Source: an optimization exercise on an open RTL-to-GDS flow (aim: small area and a short achievable clock period). Production flows keep margins and buffers that such runs may drop.
The RTL of this run was laid out without a check of its function.
Power and IR drop assume default switching activity.

<file path="design/flow/design.v">
module alu_top(clk, a, b, op, out, carry_out, over_flow, zero);
input clk;
input [31:0] a, b;
input [2:0] op;
output reg [31:0] out;
output reg carry_out, over_flow, zero;
reg [31:0] a_r, b_r;
reg [2:0] op_r;
wire [31:0] alu_out;
wire alu_carry_out, alu_over_flow, alu_zero;
ALU alu_core(a_r, b_r, op_r, alu_out, alu_carry_out, alu_over_flow, alu_zero);
always @(posedge clk) begin
	a_r <= a;
	b_r <= b;
	op_r <= op;
	out <= alu_out;
	carry_out <= alu_carry_out;
	over_flow <= alu_over_flow;
	zero <= alu_zero;
end
endmodule

module lf_aoi21(a, b, c, y);
input a, b, c;
output y;
assign y = ~((a & b) | c);
endmodule
module lf_inv(a, y);
input a;
output y;
assign y = ~a;
endmodule
module lf_nand2(a, b, y);
input a, b;
output y;
assign y = ~(a & b);
endmodule
module lf_nand4(a, b, c, d, y);
input a, b, c, d;
output y;
assign y = ~(a & b & c & d);
endmodule
module lf_nor2(a, b, y);
input a, b;
output y;
assign y = ~(a | b);
endmodule
module lf_nor4(a, b, c, d, y);
input a, b, c, d;
output y;
assign y = ~(a | b | c | d);
endmodule
module lf_oai21(a, b, c, y);
input a, b, c;
output y;
assign y = ~((a | b) & c);
endmodule
module lf_oai22(a, b, c, d, y);
input a, b, c, d;
output y;
assign y = ~((a | b) & (c | d));
endmodule
module lf_xnor2(a, b, y);
input a, b;
output y;
assign y = ~(a ^ b);
endmodule
module lf_xor2(a, b, y);
input a, b;
output y;
assign y = a ^ b;
endmodule
module ALU(a, b, addr, out, carry_out, over_flow, zero);
input [31:0] a, b;
input [2:0] addr;
output [31:0] out;
output carry_out, over_flow, zero;
wire op3 = (addr == 3'd3);
wire bi  = (addr == 3'd1) | op3;             
wire inv = (addr == 3'd5) | (addr == 3'd6);  
wire ci  = bi | inv;                         
wire cin_n = ~ci;
wire epn = (addr == 3'd3) | (addr == 3'd4) | (addr == 3'd5);  
wire egn = ~addr[2];                                           
wire ec  = (addr == 3'd0) | (addr == 3'd1);
wire ecn = ~ec;
wire B_1;
wire B_2;
wire B_3;
wire B_4;
wire B_5;
wire B_6;
wire B_7;
wire B_8;
wire B_9;
wire B_10;
wire B_11;
wire B_12;
wire B_13;
wire B_14;
wire B_15;
wire B_16;
wire B_17;
wire B_18;
wire B_19;
wire B_20;
wire B_21;
wire B_22;
wire B_23;
wire B_24;
wire B_25;
wire B_26;
wire B_27;
wire B_28;
wire B_29;
wire B_30;
wire B_31;
wire B_32;
wire pn_33;
wire pn_34;
wire pn_35;
wire pn_36;
wire pn_37;
wire pn_38;
wire pn_39;
wire pn_40;
wire pn_41;
wire pn_42;
wire pn_43;
wire pn_44;
wire pn_45;
wire pn_46;
wire pn_47;
wire pn_48;
wire pn_49;
wire pn_50;
wire pn_51;
wire pn_52;
wire pn_53;
wire pn_54;
wire pn_55;
wire pn_56;
wire pn_57;
wire pn_58;
wire pn_59;
wire pn_60;
wire pn_61;
wire pn_62;
wire pn_63;
wire pn_64;
wire gn_65;
wire gn_66;
wire gn_67;
wire gn_68;
wire gn_69;
wire gn_70;
wire gn_71;
wire gn_72;
wire gn_73;
wire gn_74;
wire gn_75;
wire gn_76;
wire gn_77;
wire gn_78;
wire gn_79;
wire gn_80;
wire gn_81;
wire gn_82;
wire gn_83;
wire gn_84;
wire gn_85;
wire gn_86;
wire gn_87;
wire gn_88;
wire gn_89;
wire gn_90;
wire gn_91;
wire gn_92;
wire gn_93;
wire gn_94;
wire gn_95;
wire gn_96;
wire G_97;
wire i_98;
wire G_99;
wire G_100;
wire P_101;
wire G_102;
wire P_103;
wire G_104;
wire P_105;
wire G_106;
wire P_107;
wire G_108;
wire P_109;
wire G_110;
wire P_111;
wire G_112;
wire P_113;
wire G_114;
wire P_115;
wire G_116;
wire P_117;
wire G_118;
wire P_119;
wire G_120;
wire P_121;
wire G_122;
wire P_123;
wire G_124;
wire P_125;
wire G_126;
wire P_127;
wire G_128;
wire P_129;
wire i_130;
wire G_131;
wire G_132;
wire i_133;
wire G_134;
wire i_135;
wire P_136;
wire G_137;
wire P_138;
wire i_139;
wire G_140;
wire i_141;
wire P_142;
wire G_143;
wire P_144;
wire i_145;
wire G_146;
wire i_147;
wire P_148;
wire G_149;
wire P_150;
wire i_151;
wire G_152;
wire i_153;
wire P_154;
wire G_155;
wire P_156;
wire i_157;
wire G_158;
wire i_159;
wire P_160;
wire G_161;
wire P_162;
wire i_163;
wire G_164;
wire i_165;
wire P_166;
wire G_167;
wire P_168;
wire i_169;
wire G_170;
wire i_171;
wire P_172;
wire G_173;
wire P_174;
wire G_175;
wire i_176;
wire G_177;
wire i_178;
wire G_179;
wire G_180;
wire G_181;
wire P_182;
wire i_183;
wire G_184;
wire i_185;
wire P_186;
wire i_187;
wire G_188;
wire i_189;
wire P_190;
wire G_191;
wire P_192;
wire G_193;
wire P_194;
wire i_195;
wire G_196;
wire i_197;
wire P_198;
wire i_199;
wire G_200;
wire i_201;
wire P_202;
wire G_203;
wire P_204;
wire G_205;
wire P_206;
wire i_207;
wire G_208;
wire i_209;
wire P_210;
wire i_211;
wire G_212;
wire i_213;
wire P_214;
wire G_215;
wire P_216;
wire i_217;
wire G_218;
wire G_219;
wire G_220;
wire i_221;
wire G_222;
wire G_223;
wire i_224;
wire G_225;
wire i_226;
wire G_227;
wire G_228;
wire i_229;
wire G_230;
wire i_231;
wire P_232;
wire G_233;
wire P_234;
wire G_235;
wire P_236;
wire i_237;
wire G_238;
wire i_239;
wire P_240;
wire G_241;
wire P_242;
wire i_243;
wire G_244;
wire i_245;
wire P_246;
wire i_247;
wire G_248;
wire i_249;
wire P_250;
wire G_251;
wire P_252;
wire G_253;
wire i_254;
wire G_255;
wire i_256;
wire G_257;
wire G_258;
wire i_259;
wire G_260;
wire G_261;
wire G_262;
wire i_263;
wire G_264;
wire i_265;
wire G_266;
wire G_267;
wire G_268;
wire i_269;
wire G_270;
wire G_271;
wire i_272;
wire G_273;
wire i_274;
wire G_275;
wire G_276;
wire L_277;
wire L_278;
wire M_279;
wire L_280;
wire M_281;
wire L_282;
wire M_283;
wire L_284;
wire M_285;
wire L_286;
wire M_287;
wire L_288;
wire M_289;
wire L_290;
wire M_291;
wire L_292;
wire M_293;
wire L_294;
wire M_295;
wire L_296;
wire M_297;
wire L_298;
wire M_299;
wire L_300;
wire M_301;
wire L_302;
wire M_303;
wire L_304;
wire M_305;
wire L_306;
wire M_307;
wire L_308;
wire M_309;
wire L_310;
wire M_311;
wire L_312;
wire M_313;
wire L_314;
wire M_315;
wire L_316;
wire M_317;
wire L_318;
wire M_319;
wire L_320;
wire M_321;
wire L_322;
wire M_323;
wire L_324;
wire M_325;
wire L_326;
wire M_327;
wire L_328;
wire M_329;
wire L_330;
wire M_331;
wire L_332;
wire M_333;
wire L_334;
wire M_335;
wire L_336;
wire M_337;
wire L_338;
wire M_339;
wire z_340;
wire z_341;
wire z_342;
wire z_343;
wire z_344;
wire z_345;
wire z_346;
wire z_347;
wire z_348;
wire z_349;
wire c31 = ~G_275;
wire c32 = G_276;
wire p31 = ~pn_64;
wire slt = p31 ^ c32;
assign carry_out = c32 ^ inv;
assign over_flow = c31 ^ c32;
wire k  = (op3 & slt) | inv;
wire kn = ~k;
wire m0 = (ec & ci) | k;   
  lf_xor2 u0 (.a(b[0]), .b(bi), .y(B_1));
  lf_xor2 u1 (.a(b[1]), .b(bi), .y(B_2));
  lf_xor2 u2 (.a(b[2]), .b(bi), .y(B_3));
  lf_xor2 u3 (.a(b[3]), .b(bi), .y(B_4));
  lf_xor2 u4 (.a(b[4]), .b(bi), .y(B_5));
  lf_xor2 u5 (.a(b[5]), .b(bi), .y(B_6));
  lf_xor2 u6 (.a(b[6]), .b(bi), .y(B_7));
  lf_xor2 u7 (.a(b[7]), .b(bi), .y(B_8));
  lf_xor2 u8 (.a(b[8]), .b(bi), .y(B_9));
  lf_xor2 u9 (.a(b[9]), .b(bi), .y(B_10));
  lf_xor2 u10 (.a(b[10]), .b(bi), .y(B_11));
  lf_xor2 u11 (.a(b[11]), .b(bi), .y(B_12));
  lf_xor2 u12 (.a(b[12]), .b(bi), .y(B_13));
  lf_xor2 u13 (.a(b[13]), .b(bi), .y(B_14));
  lf_xor2 u14 (.a(b[14]), .b(bi), .y(B_15));
  lf_xor2 u15 (.a(b[15]), .b(bi), .y(B_16));
  lf_xor2 u16 (.a(b[16]), .b(bi), .y(B_17));
  lf_xor2 u17 (.a(b[17]), .b(bi), .y(B_18));
  lf_xor2 u18 (.a(b[18]), .b(bi), .y(B_19));
  lf_xor2 u19 (.a(b[19]), .b(bi), .y(B_20));
  lf_xor2 u20 (.a(b[20]), .b(bi), .y(B_21));
  lf_xor2 u21 (.a(b[21]), .b(bi), .y(B_22));
  lf_xor2 u22 (.a(b[22]), .b(bi), .y(B_23));
  lf_xor2 u23 (.a(b[23]), .b(bi), .y(B_24));
  lf_xor2 u24 (.a(b[24]), .b(bi), .y(B_25));
  lf_xor2 u25 (.a(b[25]), .b(bi), .y(B_26));
  lf_xor2 u26 (.a(b[26]), .b(bi), .y(B_27));
  lf_xor2 u27 (.a(b[27]), .b(bi), .y(B_28));
  lf_xor2 u28 (.a(b[28]), .b(bi), .y(B_29));
  lf_xor2 u29 (.a(b[29]), .b(bi), .y(B_30));
  lf_xor2 u30 (.a(b[30]), .b(bi), .y(B_31));
  lf_xor2 u31 (.a(b[31]), .b(bi), .y(B_32));
  lf_xnor2 u32 (.a(a[0]), .b(B_1), .y(pn_33));
  lf_xnor2 u33 (.a(a[1]), .b(B_2), .y(pn_34));
  lf_xnor2 u34 (.a(a[2]), .b(B_3), .y(pn_35));
  lf_xnor2 u35 (.a(a[3]), .b(B_4), .y(pn_36));
  lf_xnor2 u36 (.a(a[4]), .b(B_5), .y(pn_37));
  lf_xnor2 u37 (.a(a[5]), .b(B_6), .y(pn_38));
  lf_xnor2 u38 (.a(a[6]), .b(B_7), .y(pn_39));
  lf_xnor2 u39 (.a(a[7]), .b(B_8), .y(pn_40));
  lf_xnor2 u40 (.a(a[8]), .b(B_9), .y(pn_41));
  lf_xnor2 u41 (.a(a[9]), .b(B_10), .y(pn_42));
  lf_xnor2 u42 (.a(a[10]), .b(B_11), .y(pn_43));
  lf_xnor2 u43 (.a(a[11]), .b(B_12), .y(pn_44));
  lf_xnor2 u44 (.a(a[12]), .b(B_13), .y(pn_45));
  lf_xnor2 u45 (.a(a[13]), .b(B_14), .y(pn_46));
  lf_xnor2 u46 (.a(a[14]), .b(B_15), .y(pn_47));
  lf_xnor2 u47 (.a(a[15]), .b(B_16), .y(pn_48));
  lf_xnor2 u48 (.a(a[16]), .b(B_17), .y(pn_49));
  lf_xnor2 u49 (.a(a[17]), .b(B_18), .y(pn_50));
  lf_xnor2 u50 (.a(a[18]), .b(B_19), .y(pn_51));
  lf_xnor2 u51 (.a(a[19]), .b(B_20), .y(pn_52));
  lf_xnor2 u52 (.a(a[20]), .b(B_21), .y(pn_53));
  lf_xnor2 u53 (.a(a[21]), .b(B_22), .y(pn_54));
  lf_xnor2 u54 (.a(a[22]), .b(B_23), .y(pn_55));
  lf_xnor2 u55 (.a(a[23]), .b(B_24), .y(pn_56));
  lf_xnor2 u56 (.a(a[24]), .b(B_25), .y(pn_57));
  lf_xnor2 u57 (.a(a[25]), .b(B_26), .y(pn_58));
  lf_xnor2 u58 (.a(a[26]), .b(B_27), .y(pn_59));
  lf_xnor2 u59 (.a(a[27]), .b(B_28), .y(pn_60));
  lf_xnor2 u60 (.a(a[28]), .b(B_29), .y(pn_61));
  lf_xnor2 u61 (.a(a[29]), .b(B_30), .y(pn_62));
  lf_xnor2 u62 (.a(a[30]), .b(B_31), .y(pn_63));
  lf_xnor2 u63 (.a(a[31]), .b(B_32), .y(pn_64));
  lf_nand2 u64 (.a(a[0]), .b(B_1), .y(gn_65));
  lf_nand2 u65 (.a(a[1]), .b(B_2), .y(gn_66));
  lf_nand2 u66 (.a(a[2]), .b(B_3), .y(gn_67));
  lf_nand2 u67 (.a(a[3]), .b(B_4), .y(gn_68));
  lf_nand2 u68 (.a(a[4]), .b(B_5), .y(gn_69));
  lf_nand2 u69 (.a(a[5]), .b(B_6), .y(gn_70));
  lf_nand2 u70 (.a(a[6]), .b(B_7), .y(gn_71));
  lf_nand2 u71 (.a(a[7]), .b(B_8), .y(gn_72));
  lf_nand2 u72 (.a(a[8]), .b(B_9), .y(gn_73));
  lf_nand2 u73 (.a(a[9]), .b(B_10), .y(gn_74));
  lf_nand2 u74 (.a(a[10]), .b(B_11), .y(gn_75));
  lf_nand2 u75 (.a(a[11]), .b(B_12), .y(gn_76));
  lf_nand2 u76 (.a(a[12]), .b(B_13), .y(gn_77));
  lf_nand2 u77 (.a(a[13]), .b(B_14), .y(gn_78));
  lf_nand2 u78 (.a(a[14]), .b(B_15), .y(gn_79));
  lf_nand2 u79 (.a(a[15]), .b(B_16), .y(gn_80));
  lf_nand2 u80 (.a(a[16]), .b(B_17), .y(gn_81));
  lf_nand2 u81 (.a(a[17]), .b(B_18), .y(gn_82));
  lf_nand2 u82 (.a(a[18]), .b(B_19), .y(gn_83));
  lf_nand2 u83 (.a(a[19]), .b(B_20), .y(gn_84));
  lf_nand2 u84 (.a(a[20]), .b(B_21), .y(gn_85));
  lf_nand2 u85 (.a(a[21]), .b(B_22), .y(gn_86));
  lf_nand2 u86 (.a(a[22]), .b(B_23), .y(gn_87));
  lf_nand2 u87 (.a(a[23]), .b(B_24), .y(gn_88));
  lf_nand2 u88 (.a(a[24]), .b(B_25), .y(gn_89));
  lf_nand2 u89 (.a(a[25]), .b(B_26), .y(gn_90));
  lf_nand2 u90 (.a(a[26]), .b(B_27), .y(gn_91));
  lf_nand2 u91 (.a(a[27]), .b(B_28), .y(gn_92));
  lf_nand2 u92 (.a(a[28]), .b(B_29), .y(gn_93));
  lf_nand2 u93 (.a(a[29]), .b(B_30), .y(gn_94));
  lf_nand2 u94 (.a(a[30]), .b(B_31), .y(gn_95));
  lf_nand2 u95 (.a(a[31]), .b(B_32), .y(gn_96));
  lf_oai21 u96 (.a(pn_33), .b(cin_n), .c(gn_65), .y(G_97));
  lf_inv u97 (.a(G_97), .y(i_98));
  lf_oai21 u98 (.a(pn_34), .b(i_98), .c(gn_66), .y(G_99));
  lf_oai21 u99 (.a(pn_36), .b(gn_67), .c(gn_68), .y(G_100));
  lf_nor2 u100 (.a(pn_36), .b(pn_35), .y(P_101));
  lf_oai21 u101 (.a(pn_38), .b(gn_69), .c(gn_70), .y(G_102));
  lf_nor2 u102 (.a(pn_38), .b(pn_37), .y(P_103));
  lf_oai21 u103 (.a(pn_40), .b(gn_71), .c(gn_72), .y(G_104));
  lf_nor2 u104 (.a(pn_40), .b(pn_39), .y(P_105));
  lf_oai21 u105 (.a(pn_42), .b(gn_73), .c(gn_74), .y(G_106));
  lf_nor2 u106 (.a(pn_42), .b(pn_41), .y(P_107));
  lf_oai21 u107 (.a(pn_44), .b(gn_75), .c(gn_76), .y(G_108));
  lf_nor2 u108 (.a(pn_44), .b(pn_43), .y(P_109));
  lf_oai21 u109 (.a(pn_46), .b(gn_77), .c(gn_78), .y(G_110));
  lf_nor2 u110 (.a(pn_46), .b(pn_45), .y(P_111));
  lf_oai21 u111 (.a(pn_48), .b(gn_79), .c(gn_80), .y(G_112));
  lf_nor2 u112 (.a(pn_48), .b(pn_47), .y(P_113));
  lf_oai21 u113 (.a(pn_50), .b(gn_81), .c(gn_82), .y(G_114));
  lf_nor2 u114 (.a(pn_50), .b(pn_49), .y(P_115));
  lf_oai21 u115 (.a(pn_52), .b(gn_83), .c(gn_84), .y(G_116));
  lf_nor2 u116 (.a(pn_52), .b(pn_51), .y(P_117));
  lf_oai21 u117 (.a(pn_54), .b(gn_85), .c(gn_86), .y(G_118));
  lf_nor2 u118 (.a(pn_54), .b(pn_53), .y(P_119));
  lf_oai21 u119 (.a(pn_56), .b(gn_87), .c(gn_88), .y(G_120));
  lf_nor2 u120 (.a(pn_56), .b(pn_55), .y(P_121));
  lf_oai21 u121 (.a(pn_58), .b(gn_89), .c(gn_90), .y(G_122));
  lf_nor2 u122 (.a(pn_58), .b(pn_57), .y(P_123));
  lf_oai21 u123 (.a(pn_60), .b(gn_91), .c(gn_92), .y(G_124));
  lf_nor2 u124 (.a(pn_60), .b(pn_59), .y(P_125));
  lf_oai21 u125 (.a(pn_62), .b(gn_93), .c(gn_94), .y(G_126));
  lf_nor2 u126 (.a(pn_62), .b(pn_61), .y(P_127));
  lf_oai21 u127 (.a(pn_64), .b(gn_95), .c(gn_96), .y(G_128));
  lf_nor2 u128 (.a(pn_64), .b(pn_63), .y(P_129));
  lf_inv u129 (.a(G_99), .y(i_130));
  lf_oai21 u130 (.a(pn_35), .b(i_130), .c(gn_67), .y(G_131));
  lf_aoi21 u131 (.a(P_101), .b(G_99), .c(G_100), .y(G_132));
  lf_inv u132 (.a(G_102), .y(i_133));
  lf_oai21 u133 (.a(pn_39), .b(i_133), .c(gn_71), .y(G_134));
  lf_inv u134 (.a(P_103), .y(i_135));
  lf_nor2 u135 (.a(pn_39), .b(i_135), .y(P_136));
  lf_aoi21 u136 (.a(P_105), .b(G_102), .c(G_104), .y(G_137));
  lf_nand2 u137 (.a(P_105), .b(P_103), .y(P_138));
  lf_inv u138 (.a(G_106), .y(i_139));
  lf_oai21 u139 (.a(pn_43), .b(i_139), .c(gn_75), .y(G_140));
  lf_inv u140 (.a(P_107), .y(i_141));
  lf_nor2 u141 (.a(pn_43), .b(i_141), .y(P_142));
  lf_aoi21 u142 (.a(P_109), .b(G_106), .c(G_108), .y(G_143));
  lf_nand2 u143 (.a(P_109), .b(P_107), .y(P_144));
  lf_inv u144 (.a(G_110), .y(i_145));
  lf_oai21 u145 (.a(pn_47), .b(i_145), .c(gn_79), .y(G_146));
  lf_inv u146 (.a(P_111), .y(i_147));
  lf_nor2 u147 (.a(pn_47), .b(i_147), .y(P_148));
  lf_aoi21 u148 (.a(P_113), .b(G_110), .c(G_112), .y(G_149));
  lf_nand2 u149 (.a(P_113), .b(P_111), .y(P_150));
  lf_inv u150 (.a(G_114), .y(i_151));
  lf_oai21 u151 (.a(pn_51), .b(i_151), .c(gn_83), .y(G_152));
  lf_inv u152 (.a(P_115), .y(i_153));
  lf_nor2 u153 (.a(pn_51), .b(i_153), .y(P_154));
  lf_aoi21 u154 (.a(P_117), .b(G_114), .c(G_116), .y(G_155));
  lf_nand2 u155 (.a(P_117), .b(P_115), .y(P_156));
  lf_inv u156 (.a(G_118), .y(i_157));
  lf_oai21 u157 (.a(pn_55), .b(i_157), .c(gn_87), .y(G_158));
  lf_inv u158 (.a(P_119), .y(i_159));
  lf_nor2 u159 (.a(pn_55), .b(i_159), .y(P_160));
  lf_aoi21 u160 (.a(P_121), .b(G_118), .c(G_120), .y(G_161));
  lf_nand2 u161 (.a(P_121), .b(P_119), .y(P_162));
  lf_inv u162 (.a(G_122), .y(i_163));
  lf_oai21 u163 (.a(pn_59), .b(i_163), .c(gn_91), .y(G_164));
  lf_inv u164 (.a(P_123), .y(i_165));
  lf_nor2 u165 (.a(pn_59), .b(i_165), .y(P_166));
  lf_aoi21 u166 (.a(P_125), .b(G_122), .c(G_124), .y(G_167));
  lf_nand2 u167 (.a(P_125), .b(P_123), .y(P_168));
  lf_inv u168 (.a(G_126), .y(i_169));
  lf_oai21 u169 (.a(pn_63), .b(i_169), .c(gn_95), .y(G_170));
  lf_inv u170 (.a(P_127), .y(i_171));
  lf_nor2 u171 (.a(pn_63), .b(i_171), .y(P_172));
  lf_aoi21 u172 (.a(P_129), .b(G_126), .c(G_128), .y(G_173));
  lf_nand2 u173 (.a(P_129), .b(P_127), .y(P_174));
  lf_oai21 u174 (.a(pn_37), .b(G_132), .c(gn_69), .y(G_175));
  lf_inv u175 (.a(G_132), .y(i_176));
  lf_aoi21 u176 (.a(P_103), .b(i_176), .c(G_102), .y(G_177));
  lf_inv u177 (.a(G_132), .y(i_178));
  lf_aoi21 u178 (.a(P_136), .b(i_178), .c(G_134), .y(G_179));
  lf_oai21 u179 (.a(P_138), .b(G_132), .c(G_137), .y(G_180));
  lf_oai21 u180 (.a(pn_45), .b(G_143), .c(gn_77), .y(G_181));
  lf_nor2 u181 (.a(pn_45), .b(P_144), .y(P_182));
  lf_inv u182 (.a(G_143), .y(i_183));
  lf_aoi21 u183 (.a(P_111), .b(i_183), .c(G_110), .y(G_184));
  lf_inv u184 (.a(P_144), .y(i_185));
  lf_nand2 u185 (.a(P_111), .b(i_185), .y(P_186));
  lf_inv u186 (.a(G_143), .y(i_187));
  lf_aoi21 u187 (.a(P_148), .b(i_187), .c(G_146), .y(G_188));
  lf_inv u188 (.a(P_144), .y(i_189));
  lf_nand2 u189 (.a(P_148), .b(i_189), .y(P_190));
  lf_oai21 u190 (.a(P_150), .b(G_143), .c(G_149), .y(G_191));
  lf_nor2 u191 (.a(P_150), .b(P_144), .y(P_192));
  lf_oai21 u192 (.a(pn_53), .b(G_155), .c(gn_85), .y(G_193));
  lf_nor2 u193 (.a(pn_53), .b(P_156), .y(P_194));
  lf_inv u194 (.a(G_155), .y(i_195));
  lf_aoi21 u195 (.a(P_119), .b(i_195), .c(G_118), .y(G_196));
  lf_inv u196 (.a(P_156), .y(i_197));
  lf_nand2 u197 (.a(P_119), .b(i_197), .y(P_198));
  lf_inv u198 (.a(G_155), .y(i_199));
  lf_aoi21 u199 (.a(P_160), .b(i_199), .c(G_158), .y(G_200));
  lf_inv u200 (.a(P_156), .y(i_201));
  lf_nand2 u201 (.a(P_160), .b(i_201), .y(P_202));
  lf_oai21 u202 (.a(P_162), .b(G_155), .c(G_161), .y(G_203));
  lf_nor2 u203 (.a(P_162), .b(P_156), .y(P_204));
  lf_oai21 u204 (.a(pn_61), .b(G_167), .c(gn_93), .y(G_205));
  lf_nor2 u205 (.a(pn_61), .b(P_168), .y(P_206));
  lf_inv u206 (.a(G_167), .y(i_207));
  lf_aoi21 u207 (.a(P_127), .b(i_207), .c(G_126), .y(G_208));
  lf_inv u208 (.a(P_168), .y(i_209));
  lf_nand2 u209 (.a(P_127), .b(i_209), .y(P_210));
  lf_inv u210 (.a(G_167), .y(i_211));
  lf_aoi21 u211 (.a(P_172), .b(i_211), .c(G_170), .y(G_212));
  lf_inv u212 (.a(P_168), .y(i_213));
  lf_nand2 u213 (.a(P_172), .b(i_213), .y(P_214));
  lf_oai21 u214 (.a(P_174), .b(G_167), .c(G_173), .y(G_215));
  lf_nor2 u215 (.a(P_174), .b(P_168), .y(P_216));
  lf_inv u216 (.a(G_180), .y(i_217));
  lf_oai21 u217 (.a(pn_41), .b(i_217), .c(gn_73), .y(G_218));
  lf_aoi21 u218 (.a(P_107), .b(G_180), .c(G_106), .y(G_219));
  lf_aoi21 u219 (.a(P_142), .b(G_180), .c(G_140), .y(G_220));
  lf_inv u220 (.a(G_180), .y(i_221));
  lf_oai21 u221 (.a(P_144), .b(i_221), .c(G_143), .y(G_222));
  lf_aoi21 u222 (.a(P_182), .b(G_180), .c(G_181), .y(G_223));
  lf_inv u223 (.a(G_180), .y(i_224));
  lf_oai21 u224 (.a(P_186), .b(i_224), .c(G_184), .y(G_225));
  lf_inv u225 (.a(G_180), .y(i_226));
  lf_oai21 u226 (.a(P_190), .b(i_226), .c(G_188), .y(G_227));
  lf_aoi21 u227 (.a(P_192), .b(G_180), .c(G_191), .y(G_228));
  lf_inv u228 (.a(G_203), .y(i_229));
  lf_oai21 u229 (.a(pn_57), .b(i_229), .c(gn_89), .y(G_230));
  lf_inv u230 (.a(P_204), .y(i_231));
  lf_nor2 u231 (.a(pn_57), .b(i_231), .y(P_232));
  lf_aoi21 u232 (.a(P_123), .b(G_203), .c(G_122), .y(G_233));
  lf_nand2 u233 (.a(P_123), .b(P_204), .y(P_234));
  lf_aoi21 u234 (.a(P_166), .b(G_203), .c(G_164), .y(G_235));
  lf_nand2 u235 (.a(P_166), .b(P_204), .y(P_236));
  lf_inv u236 (.a(G_203), .y(i_237));
  lf_oai21 u237 (.a(P_168), .b(i_237), .c(G_167), .y(G_238));
  lf_inv u238 (.a(P_204), .y(i_239));
  lf_nor2 u239 (.a(P_168), .b(i_239), .y(P_240));
  lf_aoi21 u240 (.a(P_206), .b(G_203), .c(G_205), .y(G_241));
  lf_nand2 u241 (.a(P_206), .b(P_204), .y(P_242));
  lf_inv u242 (.a(G_203), .y(i_243));
  lf_oai21 u243 (.a(P_210), .b(i_243), .c(G_208), .y(G_244));
  lf_inv u244 (.a(P_204), .y(i_245));
  lf_nor2 u245 (.a(P_210), .b(i_245), .y(P_246));
  lf_inv u246 (.a(G_203), .y(i_247));
  lf_oai21 u247 (.a(P_214), .b(i_247), .c(G_212), .y(G_248));
  lf_inv u248 (.a(P_204), .y(i_249));
  lf_nor2 u249 (.a(P_214), .b(i_249), .y(P_250));
  lf_aoi21 u250 (.a(P_216), .b(G_203), .c(G_215), .y(G_251));
  lf_nand2 u251 (.a(P_216), .b(P_204), .y(P_252));
  lf_oai21 u252 (.a(pn_49), .b(G_228), .c(gn_81), .y(G_253));
  lf_inv u253 (.a(G_228), .y(i_254));
  lf_aoi21 u254 (.a(P_115), .b(i_254), .c(G_114), .y(G_255));
  lf_inv u255 (.a(G_228), .y(i_256));
  lf_aoi21 u256 (.a(P_154), .b(i_256), .c(G_152), .y(G_257));
  lf_oai21 u257 (.a(P_156), .b(G_228), .c(G_155), .y(G_258));
  lf_inv u258 (.a(G_228), .y(i_259));
  lf_aoi21 u259 (.a(P_194), .b(i_259), .c(G_193), .y(G_260));
  lf_oai21 u260 (.a(P_198), .b(G_228), .c(G_196), .y(G_261));
  lf_oai21 u261 (.a(P_202), .b(G_228), .c(G_200), .y(G_262));
  lf_inv u262 (.a(G_228), .y(i_263));
  lf_aoi21 u263 (.a(P_204), .b(i_263), .c(G_203), .y(G_264));
  lf_inv u264 (.a(G_228), .y(i_265));
  lf_aoi21 u265 (.a(P_232), .b(i_265), .c(G_230), .y(G_266));
  lf_oai21 u266 (.a(P_234), .b(G_228), .c(G_233), .y(G_267));
  lf_oai21 u267 (.a(P_236), .b(G_228), .c(G_235), .y(G_268));
  lf_inv u268 (.a(G_228), .y(i_269));
  lf_aoi21 u269 (.a(P_240), .b(i_269), .c(G_238), .y(G_270));
  lf_oai21 u270 (.a(P_242), .b(G_228), .c(G_241), .y(G_271));
  lf_inv u271 (.a(G_228), .y(i_272));
  lf_aoi21 u272 (.a(P_246), .b(i_272), .c(G_244), .y(G_273));
  lf_inv u273 (.a(G_228), .y(i_274));
  lf_aoi21 u274 (.a(P_250), .b(i_274), .c(G_248), .y(G_275));
  lf_oai21 u275 (.a(P_252), .b(G_228), .c(G_251), .y(G_276));
  lf_oai22 u276 (.a(pn_33), .b(epn), .c(gn_65), .d(egn), .y(L_277));
  lf_xor2 u277 (.a(L_277), .b(m0), .y(out[0]));
  lf_oai22 u278 (.a(pn_34), .b(epn), .c(gn_66), .d(egn), .y(L_278));
  lf_aoi21 u279 (.a(G_97), .b(ec), .c(k), .y(M_279));
  lf_xnor2 u280 (.a(L_278), .b(M_279), .y(out[1]));
  lf_oai22 u281 (.a(pn_35), .b(epn), .c(gn_67), .d(egn), .y(L_280));
  lf_aoi21 u282 (.a(G_99), .b(ec), .c(k), .y(M_281));
  lf_xnor2 u283 (.a(L_280), .b(M_281), .y(out[2]));
  lf_oai22 u284 (.a(pn_36), .b(epn), .c(gn_68), .d(egn), .y(L_282));
  lf_aoi21 u285 (.a(G_131), .b(ec), .c(k), .y(M_283));
  lf_xnor2 u286 (.a(L_282), .b(M_283), .y(out[3]));
  lf_oai22 u287 (.a(pn_37), .b(epn), .c(gn_69), .d(egn), .y(L_284));
  lf_oai21 u288 (.a(G_132), .b(ecn), .c(kn), .y(M_285));
  lf_xor2 u289 (.a(L_284), .b(M_285), .y(out[4]));
  lf_oai22 u290 (.a(pn_38), .b(epn), .c(gn_70), .d(egn), .y(L_286));
  lf_aoi21 u291 (.a(G_175), .b(ec), .c(k), .y(M_287));
  lf_xnor2 u292 (.a(L_286), .b(M_287), .y(out[5]));
  lf_oai22 u293 (.a(pn_39), .b(epn), .c(gn_71), .d(egn), .y(L_288));
  lf_oai21 u294 (.a(G_177), .b(ecn), .c(kn), .y(M_289));
  lf_xor2 u295 (.a(L_288), .b(M_289), .y(out[6]));
  lf_oai22 u296 (.a(pn_40), .b(epn), .c(gn_72), .d(egn), .y(L_290));
  lf_oai21 u297 (.a(G_179), .b(ecn), .c(kn), .y(M_291));
  lf_xor2 u298 (.a(L_290), .b(M_291), .y(out[7]));
  lf_oai22 u299 (.a(pn_41), .b(epn), .c(gn_73), .d(egn), .y(L_292));
  lf_aoi21 u300 (.a(G_180), .b(ec), .c(k), .y(M_293));
  lf_xnor2 u301 (.a(L_292), .b(M_293), .y(out[8]));
  lf_oai22 u302 (.a(pn_42), .b(epn), .c(gn_74), .d(egn), .y(L_294));
  lf_aoi21 u303 (.a(G_218), .b(ec), .c(k), .y(M_295));
  lf_xnor2 u304 (.a(L_294), .b(M_295), .y(out[9]));
  lf_oai22 u305 (.a(pn_43), .b(epn), .c(gn_75), .d(egn), .y(L_296));
  lf_oai21 u306 (.a(G_219), .b(ecn), .c(kn), .y(M_297));
  lf_xor2 u307 (.a(L_296), .b(M_297), .y(out[10]));
  lf_oai22 u308 (.a(pn_44), .b(epn), .c(gn_76), .d(egn), .y(L_298));
  lf_oai21 u309 (.a(G_220), .b(ecn), .c(kn), .y(M_299));
  lf_xor2 u310 (.a(L_298), .b(M_299), .y(out[11]));
  lf_oai22 u311 (.a(pn_45), .b(epn), .c(gn_77), .d(egn), .y(L_300));
  lf_aoi21 u312 (.a(G_222), .b(ec), .c(k), .y(M_301));
  lf_xnor2 u313 (.a(L_300), .b(M_301), .y(out[12]));
  lf_oai22 u314 (.a(pn_46), .b(epn), .c(gn_78), .d(egn), .y(L_302));
  lf_oai21 u315 (.a(G_223), .b(ecn), .c(kn), .y(M_303));
  lf_xor2 u316 (.a(L_302), .b(M_303), .y(out[13]));
  lf_oai22 u317 (.a(pn_47), .b(epn), .c(gn_79), .d(egn), .y(L_304));
  lf_aoi21 u318 (.a(G_225), .b(ec), .c(k), .y(M_305));
  lf_xnor2 u319 (.a(L_304), .b(M_305), .y(out[14]));
  lf_oai22 u320 (.a(pn_48), .b(epn), .c(gn_80), .d(egn), .y(L_306));
  lf_aoi21 u321 (.a(G_227), .b(ec), .c(k), .y(M_307));
  lf_xnor2 u322 (.a(L_306), .b(M_307), .y(out[15]));
  lf_oai22 u323 (.a(pn_49), .b(epn), .c(gn_81), .d(egn), .y(L_308));
  lf_oai21 u324 (.a(G_228), .b(ecn), .c(kn), .y(M_309));
  lf_xor2 u325 (.a(L_308), .b(M_309), .y(out[16]));
  lf_oai22 u326 (.a(pn_50), .b(epn), .c(gn_82), .d(egn), .y(L_310));
  lf_aoi21 u327 (.a(G_253), .b(ec), .c(k), .y(M_311));
  lf_xnor2 u328 (.a(L_310), .b(M_311), .y(out[17]));
  lf_oai22 u329 (.a(pn_51), .b(epn), .c(gn_83), .d(egn), .y(L_312));
  lf_oai21 u330 (.a(G_255), .b(ecn), .c(kn), .y(M_313));
  lf_xor2 u331 (.a(L_312), .b(M_313), .y(out[18]));
  lf_oai22 u332 (.a(pn_52), .b(epn), .c(gn_84), .d(egn), .y(L_314));
  lf_oai21 u333 (.a(G_257), .b(ecn), .c(kn), .y(M_315));
  lf_xor2 u334 (.a(L_314), .b(M_315), .y(out[19]));
  lf_oai22 u335 (.a(pn_53), .b(epn), .c(gn_85), .d(egn), .y(L_316));
  lf_aoi21 u336 (.a(G_258), .b(ec), .c(k), .y(M_317));
  lf_xnor2 u337 (.a(L_316), .b(M_317), .y(out[20]));
  lf_oai22 u338 (.a(pn_54), .b(epn), .c(gn_86), .d(egn), .y(L_318));
  lf_oai21 u339 (.a(G_260), .b(ecn), .c(kn), .y(M_319));
  lf_xor2 u340 (.a(L_318), .b(M_319), .y(out[21]));
  lf_oai22 u341 (.a(pn_55), .b(epn), .c(gn_87), .d(egn), .y(L_320));
  lf_aoi21 u342 (.a(G_261), .b(ec), .c(k), .y(M_321));
  lf_xnor2 u343 (.a(L_320), .b(M_321), .y(out[22]));
  lf_oai22 u344 (.a(pn_56), .b(epn), .c(gn_88), .d(egn), .y(L_322));
  lf_aoi21 u345 (.a(G_262), .b(ec), .c(k), .y(M_323));
  lf_xnor2 u346 (.a(L_322), .b(M_323), .y(out[23]));
  lf_oai22 u347 (.a(pn_57), .b(epn), .c(gn_89), .d(egn), .y(L_324));
  lf_oai21 u348 (.a(G_264), .b(ecn), .c(kn), .y(M_325));
  lf_xor2 u349 (.a(L_324), .b(M_325), .y(out[24]));
  lf_oai22 u350 (.a(pn_58), .b(epn), .c(gn_90), .d(egn), .y(L_326));
  lf_oai21 u351 (.a(G_266), .b(ecn), .c(kn), .y(M_327));
  lf_xor2 u352 (.a(L_326), .b(M_327), .y(out[25]));
  lf_oai22 u353 (.a(pn_59), .b(epn), .c(gn_91), .d(egn), .y(L_328));
  lf_aoi21 u354 (.a(G_267), .b(ec), .c(k), .y(M_329));
  lf_xnor2 u355 (.a(L_328), .b(M_329), .y(out[26]));
  lf_oai22 u356 (.a(pn_60), .b(epn), .c(gn_92), .d(egn), .y(L_330));
  lf_aoi21 u357 (.a(G_268), .b(ec), .c(k), .y(M_331));
  lf_xnor2 u358 (.a(L_330), .b(M_331), .y(out[27]));
  lf_oai22 u359 (.a(pn_61), .b(epn), .c(gn_93), .d(egn), .y(L_332));
  lf_oai21 u360 (.a(G_270), .b(ecn), .c(kn), .y(M_333));
  lf_xor2 u361 (.a(L_332), .b(M_333), .y(out[28]));
  lf_oai22 u362 (.a(pn_62), .b(epn), .c(gn_94), .d(egn), .y(L_334));
  lf_aoi21 u363 (.a(G_271), .b(ec), .c(k), .y(M_335));
  lf_xnor2 u364 (.a(L_334), .b(M_335), .y(out[29]));
  lf_oai22 u365 (.a(pn_63), .b(epn), .c(gn_95), .d(egn), .y(L_336));
  lf_oai21 u366 (.a(G_273), .b(ecn), .c(kn), .y(M_337));
  lf_xor2 u367 (.a(L_336), .b(M_337), .y(out[30]));
  lf_oai22 u368 (.a(pn_64), .b(epn), .c(gn_96), .d(egn), .y(L_338));
  lf_oai21 u369 (.a(G_275), .b(ecn), .c(kn), .y(M_339));
  lf_xor2 u370 (.a(L_338), .b(M_339), .y(out[31]));
  lf_nor4 u371 (.a(out[0]), .b(out[1]), .c(out[2]), .d(out[3]), .y(z_340));
  lf_nor4 u372 (.a(out[4]), .b(out[5]), .c(out[6]), .d(out[7]), .y(z_341));
  lf_nor4 u373 (.a(out[8]), .b(out[9]), .c(out[10]), .d(out[11]), .y(z_342));
  lf_nor4 u374 (.a(out[12]), .b(out[13]), .c(out[14]), .d(out[15]), .y(z_343));
  lf_nor4 u375 (.a(out[16]), .b(out[17]), .c(out[18]), .d(out[19]), .y(z_344));
  lf_nor4 u376 (.a(out[20]), .b(out[21]), .c(out[22]), .d(out[23]), .y(z_345));
  lf_nor4 u377 (.a(out[24]), .b(out[25]), .c(out[26]), .d(out[27]), .y(z_346));
  lf_nor4 u378 (.a(out[28]), .b(out[29]), .c(out[30]), .d(out[31]), .y(z_347));
  lf_nand4 u379 (.a(z_340), .b(z_341), .c(z_342), .d(z_343), .y(z_348));
  lf_nand4 u380 (.a(z_344), .b(z_345), .c(z_346), .d(z_347), .y(z_349));
  lf_nor2 u381 (.a(z_348), .b(z_349), .y(zero));
endmodule
</file>
<file path="design/flow/flow/run.sh">
#!/bin/bash
# The standard layout (standard.sh) with three changes to how it is made:
#  - the port buffers are sky130 buf_1 rather than the resizer's default pick;
#  - before floorplanning every combinational cell is set to drive strength 1
#    (flow/downsize.tcl), so only the resizer's timing repair sizes cells up;
#  - the timing repair aims at a setup slack margin of SETUP_MARGIN ns.
# Each tool's output goes to ORFS's own per-step logs under orfs/logs; make's
# output goes to standard.log.
export BUFFER_PORTS_ARGS="-buffer_cell sky130_fd_sc_hd__buf_1"
export SETUP_SLACK_MARGIN=${SETUP_MARGIN:-10.7}
export PRE_FLOORPLAN_TCL=$PWD/flow/downsize.tcl
bash standard.sh > standard.log 2>&1
</file>
<file path="design/flow/flow/downsize.tcl">
# Start placement from the smallest drive of every combinational cell that
# synthesis sized up; the timing repair later in the flow sizes up again only
# the cells on paths that need it. Flip-flops are left as synthesis made them.
set db [ord::get_db]
set n 0
foreach inst [[ord::get_db_block] getInsts] {
  set m [[$inst getMaster] getName]
  if {[regexp {^(sky130_fd_sc_hd__([a-z0-9]+))_([0-9]+)$} $m -> base kind sz] && $sz > 1
      && ![string match df* $kind] && ![string match sdf* $kind] && ![string match dl* $kind]} {
    set nm [$db findMaster ${base}_1]
    if {$nm ne "NULL"} {
      $inst swapMaster $nm
      incr n
    }
  }
}
puts "downsize.tcl: $n cells set to drive strength 1"
</file>
<file path="design/flow/standard.sh">
#!/bin/bash
# synth_recipe.tcl (not shown) runs the flow's synth.tcl, then flattens the netlist and writes it again
# the make line also repeats each setting of config.mk as NAME=value (left out here)
make -C /OpenROAD-flow-scripts/flow DESIGN_CONFIG=/design/flow/config.mk WORK_HOME=/design/flow/orfs CLKGATE_MAP_FILE= SYNTH_SCRIPT=/design/flow/synth_recipe.tcl "${@:-finish}"
</file>
<file path="design/flow/config.mk">
export PLATFORM = sky130hd
export DESIGN_NAME = alu_top
export DESIGN_NICKNAME = alu_top
export VERILOG_FILES = /design/flow/design.v
export SDC_FILE = /design/flow/constraint.sdc
export NUM_CORES = 4
export LEC_CHECK = 0
export CAP_MARGIN = 20
export CORE_MARGIN = 2
export CORE_UTILIZATION = 40
export SLEW_MARGIN = 20
export SYNTH_HIERARCHICAL = 1
</file>
<file path="design/flow/constraint.sdc">
create_clock -name core_clock -period 14.5 [get_ports {clk}]
set_input_delay 2.9000 -clock core_clock [delete_from_list [all_inputs] [get_ports {clk}]]
set_output_delay 2.9000 -clock core_clock [all_outputs]
set_load 0.01 [all_outputs]
</file>
==> impl_metrics.tcl <==
set metrics [dict create \
    antenna_found_initial 0 \
    grtUsageMet3_pct 2.663 \
    slew_violations 0 \
    hp-class "reg -> reg" \
    nets 711 \
    met2_usage_pct 30.73 \
    firstDrtPassIters 4 \
    grt-busiest-layer "met2" \
    hold_slack_ns 0.6883 \
    combPwrFrac_pct 32.0 \
    clk_latency_ns 0.37 \
    irDropWorstVdd_mv 0.05654 \
    cp-end-kind "primary output" \
    startpoint_type "flip-flop" \
    grt_max_degree 34 \
    die-area_sq_um 11640 \
    crit_buf_inv 1 \
    p_leak_nw 2.447 \
    switchingPower_mw 0.2612 \
    place_hpwl_um 7292 \
    p_per_area_nw_per_um2 129.6 \
    path_class "reg -> out" \
    seqPwrFrac_pct 43.0 \
    routed_wirelength_um 10910 \
    worstPathArrival_ns 0.87 \
    drtIter0Drc 100 \
    fin_crit_ns 3.773 \
    clk_pin_slew_ns 0.10 \
    grt_overflow 0 \
    grt_usage_pct 18.18 \
    setup_viol 0 \
    grt_pass1_wl_um 16350 \
    drive_gt1_share_pct 20.37 \
    cts_made_buffers 9 \
    crit_family "flip-flops" \
    grt_pass1_vias 3490 \
    synth_nets 570 \
    fin_crit_sh_pct 26.02 \
    diodes 0 \
    htreeDepth 3 \
    fin_skew_ns 0.01001 \
    ant_nets 0 \
    gp_congestion 0.9225 \
    cts.sinks 102 \
    wire_per_inst_um 13.91 \
    rsz0062_at_grt "true" \
    final.setup.tns_ns 0 \
    portBuffers 102 \
    p_int_mw 0.5255 \
    worstPathRequired_ns 11.60 \
    clockPowerShare_pct 25.0 \
    io_pins 103 \
    final-hold-violation-count 0 \
    dr_total_vias 3792 \
    rows 37 \
    die_y_um 107.9 \
    crit_fanout 1 \
    worstPathCellList "buf_1" \
    worst_slew_pin_slew_ns 0.6808 \
    max_stage_delay_ns 0.35 \
    postSynthCellCount 502 \
    ys_warn_count 7 \
    grtUsageMet1_pct 22.39 \
    nFillCells 939 \
    vias_per_cell 4.837 \
    status "finished clean" \
    tritoncts "done" \
    fmax_ghz 0.2650 \
    die_w_um 107.9 \
    cts.path.max_buffers 2 \
    start_util_pct 41.47 \
    max-cap-violations 0 \
    drc 0 \
    p_sw_share_pct 33.21 \
    coreArea_sq_um 10420 \
    cts-root-buf "clkbuf_8" \
    slew_headroom_pct 53.71 \
    crit_path_top_delay_cell "dfxtp_1" \
]
repair_timing:
item | 4_1_cts | 5_1_grt
setup buffers | 7 | 15
setup endpoints to repair | 33 | 5
pin swaps | 8 | 17
hold buffers | 0 | 0
gates cloned | 1 | 2
gates resized for setup | 23 | 76
routing by layer:
metal | vias to the layer above | share of wire (%)
met1 | 1749 | 43
li1 | 1939 | -
met4 | 0 | 2.7
met3 | 20 | 4.2
met5 | - | 0
met2 | 84 | 50
registers in the layout, summed over array words and instances, names as in the netlist:
signal,flops
a_r,32
out,32
over_flow,1
op_r,3
carry_out,1
zero,1
b_r,32
per-stage QoR:
step	total power [mW]	cells	setup WS [ns]	utilization (%)	cell area, sq um
after floorplan	0.4854	502	10.60	-	4417
after global placement	0.5442	742	9.639	47.89	4989
after detailed placement	0.5468	742	9.552	47.89	4989
after CTS	0.7566	766	10.70	51.90	5406
after global routing	0.8285	784	10.62	58.26	6068
final	0.7867	784	10.73	58.26	6068
path summary, 6_finish.rpt:
path	endpoint	slack [ns]	start	depth (start not counted)
max	out[18]	10.73	out[18]	1
min	out[0]	0.69	op_r[0]	2
max reg2reg	zero	10.85	op_r[0]	20
min reg2reg	out[0]	0.69	op_r[0]	2
power by group through the flow:
stage | clock, mW | sequential (mW) | combinational (mW)
6_report | 0.196 | 0.339 | 0.252
5_1_grt | 0.211 | 0.342 | 0.276
4_1_cts | 0.201 | 0.337 | 0.219
3_5_place_dp | 0 | 0.343 | 0.204
3_3_place_gp | 0 | 0.342 | 0.202
2_1_floorplan | 0 | 0.355 | 0.130
cell usage in the layout, fill, tap and decap left out, types with 3 or more instances in the layout:
cell type   n
a21oi_1    37
a21oi_2     8
a21oi_4     3
buf_1      98
buf_12      3
buf_4      20
clkbuf_2    4
clkbuf_8   10
dfxtp_1    99
inv_1      51
nand2_1    49
nand2_2     3
nor2_1     22
nor2_2     10
nor4_2      6
o21ai_1    58
o21ai_2     3
o21ai_4     4
o22ai_1    32
xnor2_1    33
xnor2_2    16
xor2_1     29
xor2_2     14
xor2_4      8
layout make-up:
cell class / count / area, sq um / share of cell area, %
Multi-Input combinational cell: 348 / 2715 / 44.74
Sequential cell: 102 / 2051 / 33.79
Timing Repair Buffer: 130 / 714.4 / 11.77
Inverter: 52 / 195.2 / 3.216
Tap cell: 136 / 170.2 / 2.804
Clock buffer: 11 / 141.4 / 2.330
Clock inverter: 5 / 81.33 / 1.340

afterwards: timing with drivers on the ports:
The flow's constraints put no driver on any port. The routed layout listed below was extracted and timed again, unchanged, in two steps.
Step 1 sets driving cells, clkbuf_16 on the clock port and buf_2 on the other inputs (assumed; they add their load-dependent delay and slew).
Step 2 times the ports against the registers' clock, not the clock port: input delays grow and output delays shrink by t, the midpoint of the rising clock arrivals with the driver on.
Slacks: ideal / step 1 / step 2; pairs: ideal / step 1.
t (ns): 0.396
setup WS [ns]: 10.727 / 10.696 / 10.850
clock arrival spread, ns: 0.010 / 0.010
pins driven straight from the clock port: 1
After both steps setup and hold are still met in this run. For this run, drivers alone change the setup slack by -0.031 ns; drivers and shift together by +0.123 ns.
